What follows belongs to an exercise in optimizing a design on an open flow for a short achievable clock period and few clock cycles; a production flow would make more cautious choices. Function was checked by simulation only, so behaviour that the tests miss may differ from the original. Power and IR drop assume default switching activity.

[design/flow/run.sh]
#!/bin/bash
# synth_recipe.tcl (not shown) runs the flow's synth.tcl, then flattens the netlist and writes it again
# the make line also repeats each setting of config.mk as NAME=value (left out here)
make -C /OpenROAD-flow-scripts/flow DESIGN_CONFIG=/design/flow/config.mk WORK_HOME=/design/flow/orfs CLKGATE_MAP_FILE= SYNTH_SCRIPT=/design/flow/synth_recipe.tcl finish
[design/flow/config.mk]
export PLATFORM = sky130hd
export DESIGN_NAME = CPU
export DESIGN_NICKNAME = CPU
export VERILOG_FILES = /design/flow/design.v
export SDC_FILE = /design/flow/constraint.sdc
export NUM_CORES = 4
export LEC_CHECK = 0
export CAP_MARGIN = 20
export CORE_MARGIN = 2
export CORE_UTILIZATION = 40
export SLEW_MARGIN = 20
[design/flow/design.v]
module ALU (
   input  [15:0] A,
   input  [15:0] B,
   input  [3:0]  F,
   input         CIN,
   output reg [15:0] R,
   output        Z,
   output        S,
   output reg    C,
   output reg    V
   );
   reg [15:0] X;
   reg        ci;
   always @(*) begin
      case (F[1:0])
        2'b01:   begin X = 16'h0000; ci = 1'b1; end    
        2'b10:   begin X = 16'hFFFF; ci = 1'b0; end    
        2'b11:   begin X = B;        ci = CIN;  end    
        default: begin X = ~B;       ci = ~CIN; end    
      endcase
   end
   wire [16:0] sum = {1'b0, A} + {1'b0, X} + {16'b0, ci};
   wire        ainv = (F == 4'd2) || (F == 4'd4);    
   wire        add_c = sum[16] ^ ainv;
   wire        add_v = (A[15] == X[15]) && (sum[15] != A[15]);
   always @(*) begin
      C = 1'b0; V = 1'b0;
      case (F)
        4'd0:  R = A;
        4'd1, 4'd2, 4'd3, 4'd4: begin R = sum[15:0]; C = add_c; V = add_v; end
        4'd5:  R = A & B;
        4'd6:  R = A | B;
        4'd7:  R = A ^ B;
        4'd8:  R = ~A;
        4'd9:  begin R = {A[14:0], 1'b0}; C = A[15]; V = A[15] ^ A[14]; end
        4'd10: begin R = {1'b0, A[15:1]}; C = A[0];  V = A[15]; end
        4'd11: begin R = (&A) ? 16'h0000 : {A[15], A[15:1]}; C = A[0]; end
        4'd12: begin R = {A[14:0], CIN};  C = A[15]; V = A[15] ^ A[14]; end
        4'd13: begin R = {CIN, A[15:1]};  C = A[0];  V = A[15] ^ CIN; end
        4'd14: R = {A[7:0], A[15:8]};
        default: R = B;                                   
      endcase
   end
   assign Z = (R == 16'h0000);
   assign S = R[15];
endmodule
module REGFILE (
   input             CLK,
   input             RST,
   input             WE,
   input      [2:0]  WSEL,
   input      [15:0] WDATA,
   input      [7:1]  ASEL,    
   input      [7:1]  BSEL,
   input      [15:0] PC,
   output reg [15:0] ABUS,
   output reg [15:0] BBUS
   );
   reg [15:0] R [1:6];
   integer i;
   always @(posedge CLK or negedge RST)
     if (!RST) begin
        for (i = 1; i < 7; i = i + 1) R[i] <= 16'h0000;
     end else if (WE) begin
        for (i = 1; i < 7; i = i + 1)
          if (WSEL == i) R[i] <= WDATA;
     end
   always @(*) begin
      ABUS = {16{ASEL[7]}} & PC;
      BBUS = {16{BSEL[7]}} & PC;
      for (i = 1; i < 7; i = i + 1) begin
         ABUS = ABUS | ({16{ASEL[i]}} & R[i]);
         BBUS = BBUS | ({16{BSEL[i]}} & R[i]);
      end
   end
endmodule
module DECODE (
   input  [15:0] W,
   output        ALU,     
   output        LDI,     
   output        LD,      
   output        ST,      
   output        BR,      
   output        HALT,    
   output [7:1]  ASEL,    
   output [7:1]  BSEL
   );
   wire [6:0] op = W[15:9];
   assign ALU  = (op >= 7'd1) && (op <= 7'd16);
   assign LDI  = (op == 7'd17);
   assign LD   = (op == 7'd18);
   assign ST   = (op == 7'd19);
   assign BR   = (op >= 7'd20) && (op <= 7'd30);
   assign HALT = (op == 7'd127);
   genvar i;
   generate for (i = 1; i < 8; i = i + 1) begin : g
      assign ASEL[i] = (W[8:6] == i);
      assign BSEL[i] = (W[5:3] == i);
   end endgenerate
endmodule
module CPU (
   input  [15:0] DATA_I,
   output [15:0] DATA_O,
   output [15:0] ADDR,
   output        RD,
   output        WR,
   input         CLK,
   input         RST
   );
   assign RD = 1'b1;
   reg [15:0] FA;        
   reg        DV;        
   reg        LW;        
   reg [2:0]  LDD;
   reg        EV;        
   reg [15:0] IR;
   reg [15:0] EPC;       
   reg        I_ALU, I_LDI, I_LD, I_ST, I_BR, I_HALT;
   reg [7:1]  ASEL, BSEL;
   reg        Z, S, C, V;
   wire [15:0] ABUS, BBUS, FOUT;
   wire        ZOUT, SOUT, COUT, VOUT;
   reg         rf_we;
   reg  [2:0]  rf_wsel;
   reg  [15:0] rf_wdata;
   REGFILE REGFILE1 (.CLK(CLK), .RST(RST), .WE(rf_we), .WSEL(rf_wsel),
                     .WDATA(rf_wdata), .ASEL(ASEL), .BSEL(BSEL), .PC(EPC),
                     .ABUS(ABUS), .BBUS(BBUS));
   ALU ALU1 (.A(ABUS), .B(BBUS), .F(IR[12:9] - 4'd1), .CIN(C),
             .R(FOUT), .Z(ZOUT), .S(SOUT), .C(COUT), .V(VOUT));
   reg cond;
   always @(*)
     case (IR[13:9])
       5'd20:   cond = 1'b1;
       5'd21:   cond = C;
       5'd22:   cond = ~C;
       5'd23:   cond = Z;
       5'd24:   cond = ~Z;
       5'd25:   cond = S;
       5'd26:   cond = ~S;
       5'd27:   cond = V;
       5'd28:   cond = ~V;
       5'd29:   cond = S ^ V;
       5'd30:   cond = (S == V) & ~Z;
       default: cond = 1'b0;
     endcase
   wire ex     = EV & ~LW;                 
   wire mem_op = ex & (I_LD | I_ST);       
   wire need_imm = I_LDI | I_BR;
   wire stall  = LW | (EV & need_imm & ~DV) | (EV & I_HALT);
   wire taken  = ex & I_BR & DV & cond;
   wire fetch  = ~mem_op & ~taken & ~(EV & I_HALT);
   assign ADDR   = mem_op ? ABUS : FA;
   assign DATA_O = BBUS;
   assign WR     = ex & I_ST;
   always @(*) begin
      rf_we = 1'b0; rf_wsel = IR[2:0]; rf_wdata = FOUT;
      if (LW) begin
         rf_we = 1'b1; rf_wsel = LDD; rf_wdata = DATA_I;
      end else if (EV & I_ALU) begin
         rf_we = 1'b1;
      end else if (EV & I_LDI & DV) begin
         rf_we = 1'b1; rf_wdata = DATA_I;
      end
   end
   wire        d_alu, d_ldi, d_ld, d_st, d_br, d_halt;
   wire [7:1]  d_asel, d_bsel;
   DECODE DECODE1 (.W(DATA_I), .ALU(d_alu), .LDI(d_ldi), .LD(d_ld), .ST(d_st),
                   .BR(d_br), .HALT(d_halt), .ASEL(d_asel), .BSEL(d_bsel));
   wire ir_free = ~EV | (ex & ~need_imm & ~I_HALT);
   wire ir_load = DV & ir_free;
   always @(posedge CLK or negedge RST)
     if (!RST) begin
        FA <= 16'h0000; DV <= 1'b0; LW <= 1'b0; LDD <= 3'd0;
        EV <= 1'b0; IR <= 16'h0000; EPC <= 16'h0000;
        I_ALU <= 1'b0; I_LDI <= 1'b0; I_LD <= 1'b0; I_ST <= 1'b0;
        I_BR <= 1'b0; I_HALT <= 1'b0; ASEL <= 7'd0; BSEL <= 7'd0;
        Z <= 1'b0; S <= 1'b0; C <= 1'b0; V <= 1'b0;
     end else begin
        if (taken)      FA <= DATA_I;
        else if (fetch) FA <= FA + 16'd1;
        DV <= fetch;
        LW <= mem_op & I_LD;
        if (mem_op & I_LD) LDD <= IR[2:0];
        if (ex & I_ALU) begin
           Z <= ZOUT; S <= SOUT; C <= COUT; V <= VOUT;
        end
        if (ir_load) begin
           IR <= DATA_I; EPC <= FA;
           I_ALU <= d_alu; I_LDI <= d_ldi; I_LD <= d_ld; I_ST <= d_st;
           I_BR <= d_br; I_HALT <= d_halt; ASEL <= d_asel; BSEL <= d_bsel;
        end
        if (ir_load) EV <= 1'b1;
        else if (~stall) EV <= 1'b0;
     end
endmodule
[design/flow/constraint.sdc]
create_clock -name core_clock -period 14.0 [get_ports {CLK}]
set_input_delay 2.8000 -clock core_clock [delete_from_list [all_inputs] [get_ports {CLK}]]
set_output_delay 2.8000 -clock core_clock [all_outputs]
set_load 0.01 [all_outputs]
==> impl_metrics.toml <==
[synthesis]
synthArstFlopShare = 1.00
ys_types = 88
yosys.area.top_type = "dfrtp_1"
synth_most_common_cell = "dfrtp_1"
synth_edf_count = 0
synth_area_leaders = "dfrtp_1, mux2_2, ha_1, a21oi_1, nor2_1"
synth_common_cells = "dfrtp_1, nor2_1, a21oi_1"
ys_warn_count = 4
seq_area_frac_synth = 0.360
ys.flop_type = "dfrtp_1"
ys_ff_latch = 166
netlist_instances = 1249
syn_area_per_cell_um2 = 9.25
syn-cell-area_mm2 = 0.0116
synth_nets = 1325
synth.top_cell.area_share = 0.360

[detailed_routing]
first_iter_violations = 1635
routed_via_density = 6.56
drt_first_pass_iters = 9
drc = 0
ant_nets = 0
vias = 10800
wirelength_um = 41500
wl_per_cell_um = 25.3

[cells_and_area]
design_area_mm2 = 0.0128
layoutNonFillerInstCount = 1641
post-route-util = 0.448
layout.nets = 1320
drive_above_1_share = 0.138
diodes = 0
nFillCells = 2835
syn_to_final_growth_pct = 10.7

[place]
place_area_mm2 = 0.0122
gp_congestion = 0.955
hpwlAfterDp_um = 28400
pre_cts_ws_ns = 8.52
io_buffers = 50
dp.cells = 1608

[sta]
finalSetupViolations = 0
clock-skew-final_ns = 0.0133
max_freq_ghz = 0.170
finalHoldViolCount = 0
post-route-period-util = 0.421
slew-limit-headroom = 0.346
fin_crit_ns = 5.90
final-max-slew-violation-count = 0
worst_slew_pin_slew_ns = 0.981
worst_slack_ns = 8.10
setup-tns-final_ns = 0
rsz0062_at_grt = "no"

[global_routing]
grt_pass1_wl_um = 63200
grt_pass1_vias = 10400
track_usage = 0.273
antenna_found_initial = 1
grt_overflow = 0
grt_max_degree = 103

[run_status]
status = "complete, no violations"

[power]
power.leakage_nw = 5.28
pwr_density_cell_mw_per_mm2 = 219
peakVddDrop_mv = 0.0858

[worst_setup_path]
crit_buf_inv = 2
path_cells = "a222oi_1 -> nand4_1 -> inv_1 -> a21oi_1 -> clkdlybuf4s50_1"
crit_required_ns = 11.20
crit_slowest_cell = "dfrtp_1"
critPathLaunchType = "flip-flop"
worstSetupPathType = "reg -> out"
r2r_setup_slack_ns = 8.65
crit_arrival_ns = 3.10
path_max_fanout = 17
critPathCaptureType = "output pin"
path_delay_family = "buffers and inverters"
cp_slowest_stage_delay_ns = 0.68

[clock_network]
clk_path_buf_depth = 2
clk_latency_ns = 0.44
cts_tree = "done"
h-tree-depth = 4
root_buffer = "clkbuf_16"
cts_setup_buffers = 0
ctsResizeCount = 0
cts_made_buffers = 17
cts.sinks = 166
ctsHoldBuffers = 0
path_clk_slew_ns = 0.07

[job]
cap_violations = 0

[min_path]
hold_class = "reg -> reg"

[floorplan]
die_w_um = 174
pin_count = 52
core_mm2 = 0.0285
row_count = 62
initial_utilization = 0.405
die_h_um = 174
die-area_mm2 = 0.0303
==> metrics by stage <==
stage                     power [mW]  hold WS [ns]
after floorplan                 1.77         0.465
after CTS                       2.77         0.518
after detailed placement        2.29         0.502
after global routing            2.96         0.546
final                           2.81         0.519
after global placement          2.28         0.497
==> state kept, by name (all words and copies together), names as in the netlist, 3 cells and up <==
signal	count
REGFILE1.R	96
EPC	16
FA	16
IR	8
ASEL	7
BSEL	7
LDD	3
==> where the power goes <==
group	internal, mW	total, mW	switching [mW]	leakage [nW]
Sequential	0.666	0.906	0.240	1.95
Clock	0.257	0.463	0.206	0.274
Combinational	0.575	1.44	0.862	3.06
==> worst paths after layout <==
kind / cells after the start / from / to
min: 1 / LDD[2] / LDD[2]
min in group asynchronous: 1 / RST / REGFILE1.R[1][5]
max in group asynchronous: 2 / RST / LDD[1]
min reg2reg: 1 / LDD[2] / LDD[2]
max reg2reg: 16 / BSEL[4] / Z
max: 5 / ASEL[1] / ADDR[3]
==> metal layers <==
metal	vias up	global-route usage	part of all wire
met5	-	0	0
met4	0	0.112	0.040
met3	133	0.0658	0.11
met2	691	0.425	0.45
met1	5254	0.364	0.41
li1	4679	-	-
==> cells in the final DEF, fill, tap and decap left out, types with 6 or more instances in the layout <==
cell             count
mux2i_1             24
a221o_1              6
a211oi_1             6
a22o_1               7
clkbuf_16           17
and3_1               8
xor2_1              13
nand2_1             89
o22ai_1              7
a222oi_1            33
nor2b_1             10
xnor2_1             15
a21oi_1            122
mux2_4               8
buf_4               15
dfrtp_1            166
o211ai_1             6
nand3_1             39
ha_1                56
nand2b_1             8
nor3_1               9
a32oi_1             10
nand3_2             10
nor2_1             131
nand4_1              8
mux2_2              68
nor4_1               7
o41ai_1             17
a221oi_1            12
clkdlybuf4s50_1     49
o21ai_0             34
a31oi_1              8
inv_1               52
a22oi_1             64
==> logic make-up after synthesis <==
group	Yosys count	synth area share
mux	102	0.0996
flops	166	0.360
compound gates	391	0.244
buf+inv	142	0.0578
simple gates	360	0.152
other cells	1	0.000325
xor+xnor	29	0.0226
fa+ha+maj	58	0.0641
==> final cells by class <==
type / count / area [um^2] / share of cell area
Inverter: 52 / 195 / 0.0153
Clock inverter: 12 / 119 / 0.00930
Timing Repair Buffer: 66 / 629 / 0.0492
Multi-Input combinational cell: 941 / 6750 / 0.528
Tap cell: 384 / 480 / 0.0376
Clock buffer: 20 / 457 / 0.0357
Sequential cell: 166 / 4150 / 0.325
Testbench counts, summed over its fixed seeds: cycles 34,580.

## afterwards: timing with drivers on the ports
In the flow no input, the clock included, has a driving cell. The finished layout below was timed again as built, in two steps. Step 1, drivers: a clkbuf_16 drives CLK and a buf_2 each remaining input, both assumed. Step 2 also shifts input and output timing later by t, the mid clock arrival at the registers, as if the neighbouring blocks saw the same clock. Slacks: ideal / step 1 / step 2; pairs: ideal / step 1.
t (ns): 0.475
setup WS [ns]: 8.102 / 8.055 / 8.531
clock arrival spread, ns: 0.014 / 0.013
After both steps this run still meets setup and hold. For this run, drivers alone change the setup slack by -0.047 ns; drivers and shift together by +0.429 ns.
